Source: an optimization exercise on an open RTL-to-GDS flow (aim: small area and a short achievable clock period). Production flows keep margins and buffers that such runs may drop.
No functional check of the RTL was part of any run shown here.
Power figures rest on the tool's default switching activity, not on a simulated workload.

==> flow/config.mk <==
export PLATFORM = sky130hd
export DESIGN_NAME = processor_arm
export DESIGN_NICKNAME = processor_arm
export VERILOG_FILES = /design/flow/design.v
export SDC_FILE = /design/flow/constraint.sdc
export NUM_CORES = 4
export LEC_CHECK = 0
export CAP_MARGIN = 20
export CORE_MARGIN = 2
export CORE_UTILIZATION = 40
export SLEW_MARGIN = 20
==> flow/constraint.sdc <==
create_clock -name core_clock -period 7.0 [get_ports {CLOCK_50}]
set_input_delay 1.4000 -clock core_clock [delete_from_list [all_inputs] [get_ports {CLOCK_50}]]
set_output_delay 1.4000 -clock core_clock [all_outputs]
set_load 0.01 [all_outputs]
==> flow/design.v <==
module regfile (input  logic        clk, we3,
                input  logic [4:0]  ra1, ra2, wa3,
                input  logic [63:0] wd3,
                output logic [63:0] rd1, rd2);
	logic [63:0] regs [31];
	logic [30:0] s1, s2;
	always_comb begin
		rd1 = 64'b0;
		rd2 = 64'b0;
		for (int i = 0; i < 31; i++) begin
			s1[i] = (ra1 == i[4:0]);
			s2[i] = (ra2 == i[4:0]);
			rd1 = rd1 | ({64{s1[i]}} & regs[i]);
			rd2 = rd2 | ({64{s2[i]}} & regs[i]);
		end
	end
	always_ff @(posedge clk)
		if (we3) regs[wa3] <= wd3;
endmodule
module processor_arm #(parameter N = 64)
	(input  logic CLOCK_50, reset,
	 output logic [N-1:0] IM_addr,
	 input  logic [31:0] IM_readData,
	 output logic [N-1:0] DM_writeData, DM_addr,
	 output logic DM_writeEnable, DM_readEnable,
	 input  logic [N-1:0] DM_readData);
	logic clk;
	assign clk = CLOCK_50;
	logic [63:2] pc;
	logic [31:0] ins;
	logic [10:0] op;
	assign ins = IM_readData;
	assign op  = ins[31:21];
	assign IM_addr = {pc, 2'b00};
	logic dADD, dSUB, dAND, dORR, dLD, dST, dCBZ;
	assign dADD = (op == 11'b10001011000);
	assign dSUB = (op == 11'b11001011000);
	assign dAND = (op == 11'b10001010000);
	assign dORR = (op == 11'b10101010000);
	assign dLD  = (op == 11'b11111000010);
	assign dST  = (op == 11'b11111000000);
	assign dCBZ = (op[10:3] == 8'b10110100);
	logic [63:2] f_pc;
	logic [4:0]  f_ra1, f_ra2, f_rd;
	logic [18:0] f_off;
	logic        f_sub, f_and, f_orr, f_immD;
	logic        f_ld, f_st, f_cbz, f_rw;
	always_ff @(posedge clk) begin
		f_pc  <= pc;
		f_ra1 <= ins[9:5];
		f_ra2 <= ins[28] ? ins[4:0] : ins[20:16];
		f_rd  <= ins[4:0];
		f_off <= ins[23:5];
		f_sub <= dSUB;
		f_and <= dAND;
		f_orr <= dORR;
		f_immD <= dLD | dST;
	end
	always_ff @(posedge clk, posedge reset)
		if (reset) begin
			f_ld <= 1'b0; f_st <= 1'b0; f_cbz <= 1'b0; f_rw <= 1'b0;
		end else begin
			f_ld  <= dLD;
			f_st  <= dST;
			f_cbz <= dCBZ;
			f_rw  <= (dADD | dSUB | dAND | dORR | dLD) & (ins[4:0] != 5'd31);
		end
	logic [63:0] rd1, rd2;
	logic        m_rw, m_ld;
	logic [4:0]  m_rd;
	logic [63:0] m_res, wd;
	regfile registers (.clk(clk), .we3(m_rw), .ra1(f_ra1), .ra2(f_ra2), .wa3(m_rd),
	                   .wd3(wd), .rd1(rd1), .rd2(rd2));
	logic [63:0] e_A, e_B;
	logic [18:0] e_off;
	logic [4:0]  e_rd;
	logic        e_sub, e_and, e_orr, e_immD, e_immB;
	logic        e_ld, e_st, e_cbz, e_rw;
	always_ff @(posedge clk) begin
		e_A    <= f_cbz ? {f_pc, 2'b00} : rd1;
		e_B    <= rd2 ^ {64{f_sub}};
		e_off  <= f_off;
		e_rd   <= f_rd;
		e_sub  <= f_sub;
		e_and  <= f_and;
		e_orr  <= f_orr;
		e_immD <= f_immD;
		e_immB <= f_cbz;
	end
	always_ff @(posedge clk, posedge reset)
		if (reset) begin
			e_ld <= 1'b0; e_st <= 1'b0; e_cbz <= 1'b0; e_rw <= 1'b0;
		end else begin
			e_ld  <= f_ld;
			e_st  <= f_st;
			e_cbz <= f_cbz;
			e_rw  <= f_rw;
		end
	logic [63:0] b, sum, res;
	logic        zero;
	always_comb begin
		if (e_immD)      b = {{55{e_off[15]}}, e_off[15:7]};
		else if (e_immB) b = {{43{e_off[18]}}, e_off, 2'b00};
		else             b = e_B;
	end
	assign sum  = e_A + b + {63'b0, e_sub};
	assign res  = e_and ? (e_A & b) : e_orr ? (e_A | b) : sum;
	assign zero = (e_B == 64'b0);
	logic [63:0] m_sd;
	logic        m_st, m_taken;
	always_ff @(posedge clk) begin
		m_res <= res;
		m_sd  <= e_B;
		m_rd  <= e_rd;
	end
	always_ff @(posedge clk, posedge reset)
		if (reset) begin
			m_ld <= 1'b0; m_st <= 1'b0; m_taken <= 1'b0; m_rw <= 1'b0;
		end else begin
			m_ld    <= e_ld;
			m_st    <= e_st;
			m_taken <= e_cbz & zero;
			m_rw    <= e_rw;
		end
	assign DM_addr        = m_res;
	assign DM_writeData   = m_sd;
	assign DM_writeEnable = m_st;
	assign DM_readEnable  = m_ld;
	assign wd = m_ld ? DM_readData : m_res;
	always_ff @(posedge clk, posedge reset)
		if (reset) pc <= 62'b0;
		else       pc <= m_taken ? m_res[63:2] : pc + 62'd1;
endmodule
==> flow/run.sh <==
#!/bin/bash
# synth_recipe.tcl (not shown) runs the flow's synth.tcl, then flattens the netlist and writes it again
# the make line also repeats each setting of config.mk as NAME=value (left out here)
make -C /OpenROAD-flow-scripts/flow DESIGN_CONFIG=/design/flow/config.mk WORK_HOME=/design/flow/orfs CLKGATE_MAP_FILE= SYNTH_SCRIPT=/design/flow/synth_recipe.tcl finish
==> impl_metrics.tcl, run 1 <==
set metrics [dict create \
    fmax_ghz 0.184 \
    p_int_mw 27.0 \
    whs_endpoint "e_and" \
    power_frac_comb 0.175 \
    path_clk_slew_ps 60 \
    pwr-share-seq 0.488 \
    reg2reg_to "m_res[61]" \
    timing.rr.start "e_immB" \
    rsz0062_at_grt "false" \
    synth_compound_area_frac 0.190 \
    drc 0 \
    status "finished clean" \
    grt_pass1_vias 76700 \
    max_cap_violations 0 \
    critical-path-slowest-cell "dfxtp_1" \
    syn_area_per_cell_um2 14.1 \
    slew_violations 0 \
    routed_wl_um 501000 \
    fin_setup_tns_ps 0 \
    dp_hpwl_um 270000 \
    instances_no_fill 11000 \
    synthCells 7207 \
    dp_slack_ps 1550 \
    synth-simple-area-share 0.0558 \
    yosysSeqAreaShare 0.679 \
    ctsResizeCount 0 \
    cts_tree "built" \
    die_area_um2 259000 \
    crit_path_start_kind "flip-flop" \
    synth_top_cell_area_share 0.585 \
    worstHoldPathCells 0 \
    route.antenna.remaining_nets 0 \
    initial_core_util 0.402 \
    synthArstFlopShare 0.0303 \
    dr.first_iter.drc_count 20900 \
    rows 185 \
    swShare 0.294 \
    gp_congestion 0.968 \
    post_drt_wl_per_cell_um 45.3 \
    avgViaCountPerCell 7.55 \
    startpoint "e_immB" \
    synth_top_family_by_area "compound AO/OA/AOI/OAI gates" \
    dpl.cell_count 10600 \
    antenna_found_initial 24 \
    cts-root-buf "clkbuf_16" \
    syn2layout_area_growth_pct 15.9 \
    synth.area.top_cells "edfxtp_1, dfxtp_1, a221oi_1" \
    overflow 0 \
    grt_max_degree 88 \
    cts_buffers 229 \
    grt_usage 0.372 \
    crit_chain "nand2_1 > o21ai_4 > buf_4 > a21oi_1 > ha_1 > nand4_1 > or2_1 > nor3_1 > o21ai_0 > a211o_1 > a211oi_2 > o22ai_1 > o21bai_1 > mux2_2 > a221oi_1" \
    synthMuxAreaShare 0.0156 \
    synth_area_um2 102000 \
    p_sw_mw 11.3 \
    clock_power_share 0.337 \
    cts_buffer_depth 3 \
    first_pass_iters 11 \
    crit_required_ps 7810 \
    finClkSkew_ps 39.5 \
    path_max_fanout 44 \
    vias 83400 \
    clock_sinks 2443 \
    holdBufCountCts 0 \
    clk_latency_ps 920 \
    ys_seq_elements 2443 \
    place_area_um2 110000 \
    core-area_um2 254000 \
    crit_type "flip-flop to flip-flop" \
    rr_worst_depth 15 \
    nets 7698 \
    finish.utilization 0.466 \
    grt_pass1_wl_um 660000 \
    finalWorstSetupSlack_ps 1580 \
    hp-start "f_and" \
    postCtsSetupBuffers 0 \
    power_per_cell_area_nw_per_um2 324 \
    port_buffers 289 \
    cp-end-kind "flip-flop" \
    final.min_clock_period_ps 5420 \
    synth_top_flop_cell "edfxtp_1" \
    rrSetupSlack_ps 1580 \
    hp-class "flip-flop to flip-flop" \
    hold_viol 0 \
    yosys.area.top_type "edfxtp_1" \
    synthDistinctLibCells 92 \
    stdcell_area_um2 118000 \
    ios 292 \
    ys_warn_count 2 \
    post-route-period-util 0.775 \
    h-tree-depth 4 \
    die_h_um 509 \
    synthAdderAreaFrac 0.0162 \
    die_x_um 509 \
    worstPathArrival_ps 6230 \
    synth-edff-count 1984 \
    synth-xor-area-share 0.0150 \
    relSlewSlack 0.105 \
    final_layout_size_suffix_gt1_frac 0.116 \
    cpPeakStageDelay_ps 960 \
    tightest_slew_ps 1330 \
    peakVddDrop_uv 227 \
    setup_viol_count_final 0 \
    p_leak_nw 38.7 \
]
-- cells in the mapped netlist, types with 19 or more instances --
| library cell | n |
|---|---|
| nor4_1 | 26 |
| a22oi_1 | 612 |
| buf_1 | 19 |
| edfxtp_1 | 1984 |
| clkbuf_1 | 395 |
| nand4_1 | 209 |
| a221oi_1 | 624 |
| inv_1 | 220 |
| nor3_1 | 147 |
| nor2_1 | 174 |
| xnor2_1 | 119 |
| a222oi_1 | 66 |
| o21ai_0 | 133 |
| a21oi_1 | 279 |
| nand3_1 | 252 |
| dfrtp_1 | 74 |
| nand2_1 | 198 |
| buf_2 | 63 |
| a22o_1 | 622 |
| and3_1 | 32 |
| o21bai_1 | 22 |
| xor2_1 | 55 |
| mux2_2 | 116 |
| a21o_1 | 29 |
| mux2i_1 | 28 |
| ha_1 | 129 |
| dfxtp_1 | 385 |
-- cell usage in the layout (no fill, tap or decap), types with 94 or more instances in the layout --
cell type and n:
edfxtp_1 1984, a221oi_1 624, a22o_1 622, a22oi_1 612
dfxtp_1 382, clkdlybuf4s50_1 289, a21oi_1 279, nand3_1 252
clkbuf_16 233, inv_1 219, nand4_1 209, nand2_1 198
buf_4 172, o21ai_0 133, ha_1 129, xnor2_1 119
mux2_2 116, nor3_1 116, nor2_4 94
-- stage by stage --
stage	total power [mW]	hold slack (ps)
2_1_floorplan	21.9	310
3_3_place_gp	25.1	313
3_5_place_dp	25.2	312
4_1_cts	37.8	325
5_1_grt	39.0	333
6_report	38.3	325
-- sequential cells by signal, indices dropped and copies added (netlist names), 5 cells and up --
name	cells
e_off	19
f_pc	62
m_rd	5
e_A	64
f_off	19
e_B	64
f_rd	5
pc	62
registers.regs	1984
m_sd	64
m_res	64
f_ra2	5
e_rd	5
-- power groups by stage --
stage / combinational, mW / sequential, mW / clock (mW)
floorplan: 3.25 / 18.7 / 0
global placement: 6.16 / 19.0 / 0
detailed placement: 6.24 / 19.0 / 0
CTS: 6.24 / 18.7 / 12.8
global route: 6.89 / 18.7 / 13.4
finish: 6.69 / 18.7 / 12.9
-- cells by family after synthesis --
| group | count (synthesis) |
|---|---|
| XOR/XNOR | 174 |
| buffers and inverters | 719 |
| multiplexers | 144 |
| flip-flops | 2443 |
| AND/OR/NAND/NOR | 1122 |
| adder cells (fa/ha/maj) | 131 |
| AO/OA/AOI/OAI | 2473 |
| other | 1 |
-- layer usage --
metal | share of wire | track usage | vias to the layer above
met5 | 0.0012 | 0.00537 | -
met4 | 0.076 | 0.209 | 38
met3 | 0.20 | 0.193 | 2668
met2 | 0.40 | 0.521 | 10100
met1 | 0.33 | 0.458 | 40300
li1 | - | - | 30200
-- how the worst max path moves through the flow --
| stage | slack, ps | end | cells after the start |
|---|---|---|---|
| final | 1580 | m_res[61] | 15 |
| after global routing | 1320 | m_res[61] | 15 |
| after CTS | 1500 | m_res[61] | 15 |
| after detailed placement | 1550 | m_res[61] | 15 |
| after global placement | 1430 | m_res[61] | 15 |
| after floorplan | 2840 | registers.regs[12][0] | 3 |
-- critical path, delay by kind of cell, from the launching register on --
family	cells	cell delay (ps)
flip-flops	1	960
AO/OA/AOI/OAI	8	2210
multiplexers	1	380
AND/OR/NAND/NOR	4	840
buffers and inverters	1	480
adder cells (fa/ha/maj)	1	450
-- layout make-up --
class / instances / area, um2
sequential: 2443 / 69200
inverter: 221 / 832
tap: 3366 / 4210
antenna: 10 / 25.0
fill: 22100 / 136000
clock inverter: 149 / 1530
clock buffer: 283 / 6090
timing repair buffer: 528 / 5540
multi-input combinational: 4046 / 30700
==> inputs of run 2 (changes only) <==
--- a/flow/design.v
+++ b/flow/design.v
@@ -1,17 +1,17 @@
 module regfile (input  logic        clk, we3,
-                input  logic [4:0]  ra1, ra2, wa3,
+                input  logic [31:0] sel1,
+                input  logic [30:0] sel2,
+                input  logic [63:0] ext1,
+                input  logic [4:0]  wa3,
                 input  logic [63:0] wd3,
                 output logic [63:0] rd1, rd2);
 	logic [63:0] regs [31];
-	logic [30:0] s1, s2;
 	always_comb begin
-		rd1 = 64'b0;
+		rd1 = {64{sel1[31]}} & ext1;
 		rd2 = 64'b0;
 		for (int i = 0; i < 31; i++) begin
-			s1[i] = (ra1 == i[4:0]);
-			s2[i] = (ra2 == i[4:0]);
-			rd1 = rd1 | ({64{s1[i]}} & regs[i]);
-			rd2 = rd2 | ({64{s2[i]}} & regs[i]);
+			rd1 = rd1 | ({64{sel1[i]}} & regs[i]);
+			rd2 = rd2 | ({64{sel2[i]}} & regs[i]);
 		end
 	end
 	always_ff @(posedge clk)
@@ -32,6 +32,9 @@
 	assign ins = IM_readData;
 	assign op  = ins[31:21];
 	assign IM_addr = {pc, 2'b00};
+	logic [4:0] ra1, ra2;
+	assign ra1 = ins[9:5];
+	assign ra2 = ins[28] ? ins[4:0] : ins[20:16];
 	logic dADD, dSUB, dAND, dORR, dLD, dST, dCBZ;
 	assign dADD = (op == 11'b10001011000);
 	assign dSUB = (op == 11'b11001011000);
@@ -41,14 +44,19 @@
 	assign dST  = (op == 11'b11111000000);
 	assign dCBZ = (op[10:3] == 8'b10110100);
 	logic [63:2] f_pc;
-	logic [4:0]  f_ra1, f_ra2, f_rd;
+	logic [31:0] f_s1;
+	logic [30:0] f_s2;
+	logic [4:0]  f_rd;
 	logic [18:0] f_off;
 	logic        f_sub, f_and, f_orr, f_immD;
 	logic        f_ld, f_st, f_cbz, f_rw;
 	always_ff @(posedge clk) begin
 		f_pc  <= pc;
-		f_ra1 <= ins[9:5];
-		f_ra2 <= ins[28] ? ins[4:0] : ins[20:16];
+		for (int i = 0; i < 31; i++) begin
+			f_s1[i] <= ~dCBZ & (ra1 == i[4:0]);
+			f_s2[i] <= (ra2 == i[4:0]);
+		end
+		f_s1[31] <= dCBZ;
 		f_rd  <= ins[4:0];
 		f_off <= ins[23:5];
 		f_sub <= dSUB;
@@ -69,15 +77,15 @@
 	logic        m_rw, m_ld;
 	logic [4:0]  m_rd;
 	logic [63:0] m_res, wd;
-	regfile registers (.clk(clk), .we3(m_rw), .ra1(f_ra1), .ra2(f_ra2), .wa3(m_rd),
-	                   .wd3(wd), .rd1(rd1), .rd2(rd2));
+	regfile registers (.clk(clk), .we3(m_rw), .sel1(f_s1), .sel2(f_s2),
+	                   .ext1({f_pc, 2'b00}), .wa3(m_rd), .wd3(wd), .rd1(rd1), .rd2(rd2));
 	logic [63:0] e_A, e_B;
 	logic [18:0] e_off;
 	logic [4:0]  e_rd;
 	logic        e_sub, e_and, e_orr, e_immD, e_immB;
 	logic        e_ld, e_st, e_cbz, e_rw;
 	always_ff @(posedge clk) begin
-		e_A    <= f_cbz ? {f_pc, 2'b00} : rd1;
+		e_A    <= rd1;
 		e_B    <= rd2 ^ {64{f_sub}};
 		e_off  <= f_off;
 		e_rd   <= f_rd;
--- a/flow/config.mk
+++ b/flow/config.mk
@@ -5,7 +5,9 @@
 export SDC_FILE = /design/flow/constraint.sdc
 export NUM_CORES = 4
 export LEC_CHECK = 0
+export ABC_CLOCK_PERIOD_IN_PS = 2500
 export CAP_MARGIN = 20
 export CORE_MARGIN = 2
 export CORE_UTILIZATION = 40
+export SETUP_SLACK_MARGIN = 4.2
 export SLEW_MARGIN = 20
==> impl_metrics.tcl, run 2 <==
set metrics [dict create \
    grt_usage 0.395 \
    synth_area_um2 103000 \
    post_drt_wl_per_cell_um 47.2 \
    synth-edff-count 1984 \
    setup_viol_count_final 0 \
    dpl.cell_count 10500 \
    synth_most_common_cell "edfxtp_1" \
    clock_sinks 2501 \
    fin_setup_tns_ps 0 \
    synthDistinctLibCells 104 \
    dp_hpwl_um 285000 \
    finClkSkew_ps 80.0 \
    synth_top_cell_area_share 0.581 \
    rsz0062_at_grt "true" \
    relSlewSlack 0.147 \
    gp_congestion 0.975 \
    p_total_mw 40.2 \
    synthArstFlopShare 0.0296 \
    cts_buffers 235 \
    nets 7936 \
    die_area_um2 261000 \
    finish.utilization 0.482 \
    yosysSeqAreaShare 0.685 \
    synthCells 7268 \
    final_common_cell "edfxtp_1" \
    peakVddDrop_uv 277 \
    port_buffers 289 \
    syn_area_per_cell_um2 14.1 \
    rows 185 \
    grt_max_degree 81 \
    crit_required_ps 7830 \
    path_clk_slew_ps 60 \
    slew_violations 0 \
    stdcell_area_um2 123000 \
    p_sw_mw 11.8 \
    route.antenna.remaining_nets 0 \
    cts_tree "built" \
    holdBufCountCts 0 \
    hold_viol 0 \
    clock_power_share 0.340 \
    crit_path_start_kind "flip-flop" \
    synth_top_family_by_area "compound AO/OA/AOI/OAI gates" \
    routed_wl_um 535000 \
    power_frac_comb 0.177 \
    power_per_cell_area_nw_per_um2 327 \
    cts_buffer_depth 3 \
    synth_top_flop_cell "edfxtp_1" \
    place_area_um2 110000 \
    grt_pass1_wl_um 699000 \
    synth_common_cells "edfxtp_1, a22oi_1, dfxtp_1, a221oi_1, a22o_1" \
    yosys.area.top_type "edfxtp_1" \
    synth_compound_area_frac 0.186 \
    initial_core_util 0.403 \
    die_h_um 511 \
    worstHoldPathCells 0 \
    finalWorstSetupSlack_ps 3070 \
    avgViaCountPerCell 7.66 \
    layout_common_cells "edfxtp_1, a22oi_1, a22o_1, a221oi_1, buf_4" \
    drc 0 \
    status "finished clean" \
    tightest_slew_ps 1280 \
    path_max_fanout 5 \
    instances_no_fill 11300 \
    syn2layout_area_growth_pct 19.7 \
    worstPathArrival_ps 4760 \
    clk_latency_ps 960 \
    grt_pass1_vias 79600 \
    regMostFlops "registers.regs" \
    swShare 0.294 \
    crit_type "flip-flop to flip-flop" \
    ys_warn_count 2 \
    dp_slack_ps 2070 \
    post-route-period-util 0.561 \
    rr_worst_depth 18 \
    dr.first_iter.drc_count 22800 \
    synth-simple-area-share 0.0614 \
    synth-xor-area-share 0.0143 \
    critical-path-slowest-cell "a2111oi_4" \
    pwr-share-seq 0.482 \
    ys_seq_elements 2501 \
    cpPeakStageDelay_ps 460 \
    antenna_found_initial 47 \
    final.min_clock_period_ps 3930 \
    p_leak_nw 41.0 \
    p_int_mw 28.4 \
    ios 292 \
    synthAdderAreaFrac 0.0161 \
    largest_register_ffs 1984 \
    worst_hold_slack_ps 326 \
    vias 86700 \
    die_x_um 511 \
    first_pass_iters 14 \
    overflow 0 \
    core-area_um2 255000 \
    max_cap_violations 0 \
    cts-root-buf "clkbuf_16" \
    synthMuxAreaShare 0.0106 \
    synth.area.top_cells "edfxtp_1, dfxtp_1, a22oi_1" \
    final_layout_size_suffix_gt1_frac 0.207 \
    crit_chain "buf_12 > nor2_4 > buf_6 > a22oi_2 > fa_2 > inv_2 > fa_2 > a211o_1 > a21o_4 > o21ai_4 > a2111oi_4 > o311ai_4 > buf_6 > a21oi_4 > a31oi_4 > o41ai_2 > mux2_2 > a311oi_2" \
    fmax_ghz 0.255 \
    h-tree-depth 4 \
    cp-end-kind "flip-flop" \
    hp-class "flip-flop to flip-flop" \
]
==> run 2: changes by cell type after synthesis, moves of 59 or more <==
cell	before	now
buf_1	19	162
a22oi_1	612	1080
a21oi_1	279	157
buf_2	63	4
a22o_1	622	419
or4_1	1	67
a221oi_1	624	419
==> run 2: final cells by class <==
| type | count | area (um2) |
|---|---|---|
| clock inverters | 132 | 1670 |
| diodes | 39 | 97.6 |
| fillers | 21600 | 132000 |
| well taps | 3366 | 4210 |
| multi-input cells | 4062 | 31400 |
| clock buffers | 314 | 6480 |
| inverters | 163 | 617 |
| repair buffers | 744 | 7370 |
| flip-flops and latches | 2501 | 70900 |
==> run 2: power by group through the flow <==
stage	logic, mW	registers [mW]	clock network [mW]
2_1_floorplan	2.94	19.0	0
3_3_place_gp	5.52	19.6	0
3_5_place_dp	5.59	19.6	0
4_1_cts	6.41	19.3	13.6
5_1_grt	7.30	19.3	14.1
6_report	7.13	19.4	13.7
==> run 2: path summary, 6_finish.rpt <==
path / from / to / slack, ps
hold / removal: f_orr / e_orr / 330
setup / recovery: e_immB / m_res[60] / 3070
max in group asynchronous: reset / pc[49] / 4830
setup reg to reg: e_immB / m_res[60] / 3070
min in group asynchronous: reset / f_rw / 850
hold reg to reg: f_orr / e_orr / 330
==> run 2: cells by family (layout without fill, tap and decap cells) <==
| family | after synthesis | in the layout |
|---|---|---|
| muxes | 98 | 98 |
| adders and majority gates | 131 | 131 |
| xor gates and xnor gates | 167 | 167 |
| buffers and inverters | 706 | 1353 |
| AOI/OAI and AO/OA | 2456 | 2456 |
| other | 1 | 41 |
| and+or+nand+nor | 1208 | 1208 |
| DFF | 2501 | 2501 |
==> run 2: metal layers <==
layer	up-vias	wire [um]	global-route usage
met5	-	850	0.0163
met2	10500	208000	0.537
met4	49	47200	0.263
li1	30800	-	-
met1	42300	175000	0.476
met3	3073	104000	0.217
==> run 2: critical path: cells and delay by family, from the launching register on <==
kind	cells	cell delay [ps]
buffers and inverters	4	480
adder cells (fa/ha/maj)	2	590
AO/OA/AOI/OAI	10	1870
multiplexers	1	380
AND/OR/NAND/NOR	1	120
flip-flops	1	360
==> run 2: what timing repair did <==
item | 4_1_cts | 5_1_grt
pin swaps | 117 | 83
buffers inserted | 241 | 49
setup endpoints to repair | 963 | 1606
resized for setup | 1404 | 167

==> re-timing with driven ports <==
The flow's constraints put no driver on any port. The routed layouts listed below were extracted and timed again, unchanged, in two steps. Step 1, drivers: a clkbuf_16 drives CLOCK_50 and a buf_2 each remaining input, both assumed. Step 2 times the ports against the registers' clock, not the clock port: input delays grow and output delays shrink by t, the midpoint of the rising clock arrivals with the driver on. Three values: ideal, step 1, step 2; two values: the first two.
run | shift t [ns] | slack for setup (ns) | worst setup path after step 2 | clock arrival spread, ns | pins driven straight from the clock port
run 1 | 1.004 | 1.575 / 1.575 / 1.575 | register to register | 0.047 / 0.048 | 1
run 2 | 1.019 | 3.074 / 3.074 / 3.074 | register to register | 0.082 / 0.082 | 1
After both steps setup and hold are still met in every run listed.
